From an optimization exercise on the open Yosys and OpenROAD flow, aimed at small area, a short achievable clock period and few clock cycles; shortcuts taken in it are not production practice.
At most, simulation tests tie the RTL to the original design; equivalence was not proved.
Power figures rest on the tool's default switching activity, not on a simulated workload.

## build 66
==> module process, before the edit <==
module process(
	input clk,
	input rst,
	input [23:0] in_pix,
	output reg [5:0] row, col,
	output reg out_we,
	output reg [23:0] out_pix,
	output reg mirror_done,
	output reg gray_done,
	output reg filter_done);
localparam PM = 2'd0, PG = 2'd1, PF = 2'd2;
reg [1:0]  phase, nphase;
reg [1:0]  sub, nsub;
reg [12:0] cnt, ncnt;
wire [6:0]  s = cnt[12:6];
wire [5:0]  i = cnt[5:0];
wire [12:0] cinc = cnt + 13'd1;
wire [12:0] wpos = cnt - 13'd66;
wire        last11 = (cnt[10:0] == 11'd2047);
reg [5:0] nrow, ncol;
reg nwe, nmd, ngd, nfd;
reg f_i0, f_s0, f_ra;
reg nf_i0, nf_s0, nf_ra;
reg f_byp, nf_byp;
always @(*) begin
	nphase = phase; nsub = sub; ncnt = cnt;
	nrow = row; ncol = col;
	nwe = 1'b0; nmd = 1'b0; ngd = 1'b0; nfd = 1'b0;
	nf_i0 = f_i0; nf_s0 = f_s0; nf_ra = f_ra; nf_byp = 1'b0;
	case (phase)
	PM: begin
		case (sub)
		2'd0: begin
			nsub = 2'd1; nrow = ~{1'b0, cnt[10:6]}; ncol = cnt[5:0]; nwe = 1'b1;
		end
		2'd1: begin
			nsub = 2'd2; nrow = {1'b0, cnt[10:6]}; ncol = cnt[5:0]; nwe = 1'b1;
			nmd = last11; ncnt = cinc;
		end
		default: begin
			nsub = 2'd0;
			if (cnt[11]) begin
				nphase = PG; ncnt = 13'd0; nrow = 6'd0; ncol = 6'd0;
			end else begin
				nrow = {1'b0, cnt[10:6]}; ncol = cnt[5:0];
			end
		end
		endcase
	end
	PG: begin
		nsub = sub + 2'd1;
		case (sub)
		2'd0: begin nrow = cnt[10:5]; ncol = {cnt[4:0], 1'b1}; end
		2'd1: begin ncol = {cnt[4:0], 1'b0}; nwe = 1'b1; end
		2'd2: begin ncol = {cnt[4:0], 1'b1}; nwe = 1'b1; ngd = last11; ncnt = cinc; end
		default: begin
			if (cnt[11]) begin
				nphase = PF; ncnt = 13'd0; nrow = 6'd0; ncol = 6'd0; nwe = 1'b1;
				nf_i0 = 1'b1; nf_s0 = 1'b1; nf_ra = 1'b1;
			end else begin
				nrow = cnt[10:5]; ncol = {cnt[4:0], 1'b0};
			end
		end
		endcase
	end
	default: begin
		case (sub)
		2'd0: begin
			nsub = 2'd1; ncnt = cinc; nf_byp = f_i0;
			nrow = wpos[11:6];
			ncol = wpos[6] ? wpos[5:0] : ~wpos[5:0];
			nwe = (cnt >= 13'd66) && (cnt <= 13'd4161);
			nfd = (cnt == 13'd4161);
		end
		2'd1: begin
			if (cnt == 13'd4162) begin
				nphase = PM; nsub = 2'd0; ncnt = 13'd0; nrow = 6'd0; ncol = 6'd0;
			end else if (i == 6'd2 && s != 7'd0 && s <= 7'd64) begin
				nsub = 2'd2;
				if (s == 7'd64) begin nrow = 6'd63; ncol = 6'd63; end
				else begin nrow = s[5:0]; ncol = {6{s[0]}}; end
			end else begin
				nsub = 2'd0;
				if (s <= 7'd63) begin
					nrow = s[5:0]; ncol = s[0] ? ~i : i; nwe = 1'b1;
				end else if (s == 7'd64 && i == 6'd0) begin
					nrow = 6'd63; ncol = 6'd63; nwe = 1'b1;
				end
				nf_i0 = (i == 6'd0); nf_s0 = (cnt <= 13'd64); nf_ra = ~cnt[12];
			end
		end
		default: begin
			nsub = 2'd0;
			nrow = s[5:0]; ncol = s[0] ? ~i : i;
			nwe = (s <= 7'd63);
			nf_i0 = 1'b0; nf_s0 = 1'b0; nf_ra = ~cnt[12];
		end
		endcase
	end
	endcase
end
always @(posedge clk) begin
	if (rst) begin
		phase <= PM; sub <= 2'd0; cnt <= 13'd0;
		f_i0 <= 1'b1; f_s0 <= 1'b1; f_ra <= 1'b1; f_byp <= 1'b0;
		row <= 6'd0; col <= 6'd0; out_we <= 1'b0;
		mirror_done <= 1'b0; gray_done <= 1'b0; filter_done <= 1'b0;
	end else begin
		phase <= nphase; sub <= nsub; cnt <= ncnt;
		f_i0 <= nf_i0; f_s0 <= nf_s0; f_ra <= nf_ra; f_byp <= nf_byp;
		row <= nrow; col <= ncol; out_we <= nwe;
		mirror_done <= nmd; gray_done <= ngd; filter_done <= nfd;
	end
end
reg [23:0] P;
reg [7:0]  G0, G1;
reg [8:0]  E;
reg signed [12:0] K, J;
reg mxr, mxg, mxb, mnr, mng, mnb;
wire [7:0] pr = P[23:16], pg = P[15:8], pb = P[7:0];
wire [7:0] pmax = ({8{mxr}} & pr) | ({8{mxg}} & pg) | ({8{mxb}} & pb);
wire [7:0] pmin = ({8{mnr}} & pr) | ({8{mng}} & pg) | ({8{mnb}} & pb);
wire [8:0] gsum = {1'b0, pmax} + {1'b0, pmin};
wire irg = in_pix[23:16] > in_pix[15:8];
wire irb = in_pix[23:16] > in_pix[7:0];
wire igb = in_pix[15:8] > in_pix[7:0];
wire signed [12:0] pT = P[22:10];
wire [9:0] pH = P[9:0];
wire first = f_i0;
wire signed [12:0] Dn = J - $signed({3'b0, out_pix[9:0]});
wire [7:0] Dcl = Dn[12] ? 8'd0 : (|Dn[11:8]) ? 8'd255 : Dn[7:0];
wire [9:0] Hs = {1'b0, E} + {2'b0, G0};
wire signed [12:0] Ts = K - $signed({5'b0, G0});
wire [9:0] Hn = first ? {1'b0, E} : Hs;
wire signed [12:0] Tn = first ? K : Ts;
wire fA = (phase == PF) && (sub == 2'd0);
wire fB = (phase == PF) && (sub == 2'd1);
always @(posedge clk) begin
	P <= f_byp ? {1'b0, Tn, Hn} : in_pix;
	mxr <= irg & irb;
	mxg <= ~(irg & irb) & igb;
	mxb <= ~(irg & irb) & ~igb;
	mnb <= irb & igb;
	mng <= ~(irb & igb) & irg;
	mnr <= ~(irb & igb) & ~irg;
	E <= {1'b0, G0} + {1'b0, G1};
	K <= fA ? K - $signed({3'b0, f_s0 ? 10'd0 : pH})
	        : $signed({2'b0, G0, 3'b000}) + $signed({5'b0, G0}) - $signed({5'b0, G1});
end
always @(posedge clk) begin
	case (phase)
	PM: out_pix <= in_pix;
	PG: out_pix <= {8'd0, gsum[8:1], 8'd0};
	default: begin
		case (sub)
		2'd0: begin
			out_pix <= {8'd0, Dcl, 8'd0};
			J <= pT;
			G1 <= first ? 8'd0 : G0;
			G0 <= f_ra ? in_pix[15:8] : 8'd0;
		end
		2'd1: out_pix <= {1'b0, Tn, Hn};
		default: ;
		endcase
	end
	endcase
end
endmodule
export LEC_CHECK = 0
export CAP_MARGIN = 20
export CORE_MARGIN = 2
export CORE_UTILIZATION = 45
export PLACE_DENSITY = 0.6
export SETUP_SLACK_MARGIN = 4.1
export SLEW_MARGIN = 20
create_clock -name core_clock -period 7.0 [get_ports {clk}]
standard.sh (not shown) runs the stock make flow with config.mk's settings and CLKGATE_MAP_FILE= SYNTH_SCRIPT=/design/flow/synth_recipe.tcl, a recipe that flattens the netlist after the stock synthesis.
==> flow/flow/run.sh <==
#!/bin/bash
# The standard layout (the standard.sh, standard synthesis unchanged),
# except that the port buffers are sky130_fd_sc_hd__buf_2 cells.
# make's full output goes to make.log in the work folder; ORFS keeps each
# step's own log under orfs/logs.
set -euo pipefail
bash standard.sh "BUFFER_PORTS_ARGS=-buffer_cell sky130_fd_sc_hd__buf_2" finish > make.log 2>&1
Testbench counts of build 66, summed over its fixed seeds: cycles 363,584.
Changes in build 49 relative to build 66:
diff --git a/flow/design.v b/flow/design.v
--- a/flow/design.v
+++ b/flow/design.v
@@ -125,14 +125,14 @@
 wire irg = in_pix[23:16] > in_pix[15:8];
 wire irb = in_pix[23:16] > in_pix[7:0];
 wire igb = in_pix[15:8] > in_pix[7:0];
 wire signed [12:0] pT = P[22:10];
 wire [9:0] pH = P[9:0];
 wire first = f_i0;
-wire signed [12:0] Dn = J - $signed({3'b0, out_pix[9:0]});
-wire [7:0] Dcl = Dn[12] ? 8'd0 : (|Dn[11:8]) ? 8'd255 : Dn[7:0];
+wire [7:0] Dcl = J[12] ? 8'd0 : (|J[11:8]) ? 8'd255 : J[7:0];
+wire [7:0] g0b = first ? 8'd0 : G0;
 wire [9:0] Hs = {1'b0, E} + {2'b0, G0};
 wire signed [12:0] Ts = K - $signed({5'b0, G0});
 wire [9:0] Hn = first ? {1'b0, E} : Hs;
 wire signed [12:0] Tn = first ? K : Ts;
 wire fA = (phase == PF) && (sub == 2'd0);
 wire fB = (phase == PF) && (sub == 2'd1);
@@ -157,13 +157,16 @@
 		2'd0: begin
 			out_pix <= {8'd0, Dcl, 8'd0};
 			J <= pT;
 			G1 <= first ? 8'd0 : G0;
 			G0 <= f_ra ? in_pix[15:8] : 8'd0;
 		end
-		2'd1: out_pix <= {1'b0, Tn, Hn};
+		2'd1: begin
+			out_pix <= {1'b0, Tn, Hn};
+			J <= J - $signed({4'b0, E}) - $signed({5'b0, g0b});
+		end
 		default: ;
 		endcase
 	end
 	endcase
 end
 endmodule
==> summary.txt <==
Taking build 66 as 1.0, build 49 lands at 1.06 on die footprint. Compared with build 66, build 49 shows a global-route usage that is 1.7 points higher. From build 66 to build 49 the numbers moved as follows: synthesized cell count shows an increase of 54; sequential power share down 1.4 points; routed wire length shows an increase of 15%.
Only the layout flow was run in build 49; the RTL was not checked for function there.

[re-timing with driven ports]
How much do the figures lean on ideal ports? The routed layouts below were timed once more, with nothing changed but the port constraints.
Step 1 (the two cells are an assumption about what drives the block):
set clk [get_ports {clk}]
set_driving_cell -lib_cell sky130_fd_sc_hd__clkbuf_16 $clk
set_driving_cell -lib_cell sky130_fd_sc_hd__buf_2 [delete_from_list [all_inputs] $clk]
Step 2 adds t to the input delays and takes it off the output delays; t is the mean of the earliest and latest rising clock arrival at the registers after step 1. Input paths then give back, and output paths get back, about the clock's delay inside the block.
a / b / c = ideal / step 1 / step 2; a / b = the first two.
run	t, ns	setup slack, ns	clock arrival spread, ns	slew at the worst register clock pin (ns)
build 66	0.472	4.136 / 4.136 / 3.874	0.012 / 0.012	0.07 / 0.07
build 49	0.485	4.040 / 4.040 / 3.944	0.018 / 0.017	0.08 / 0.08
After both steps every run listed still meets setup and hold. The setup slack of build 66, which loses most, moves by 0.000 ns with the drivers and by -0.262 ns with both steps.
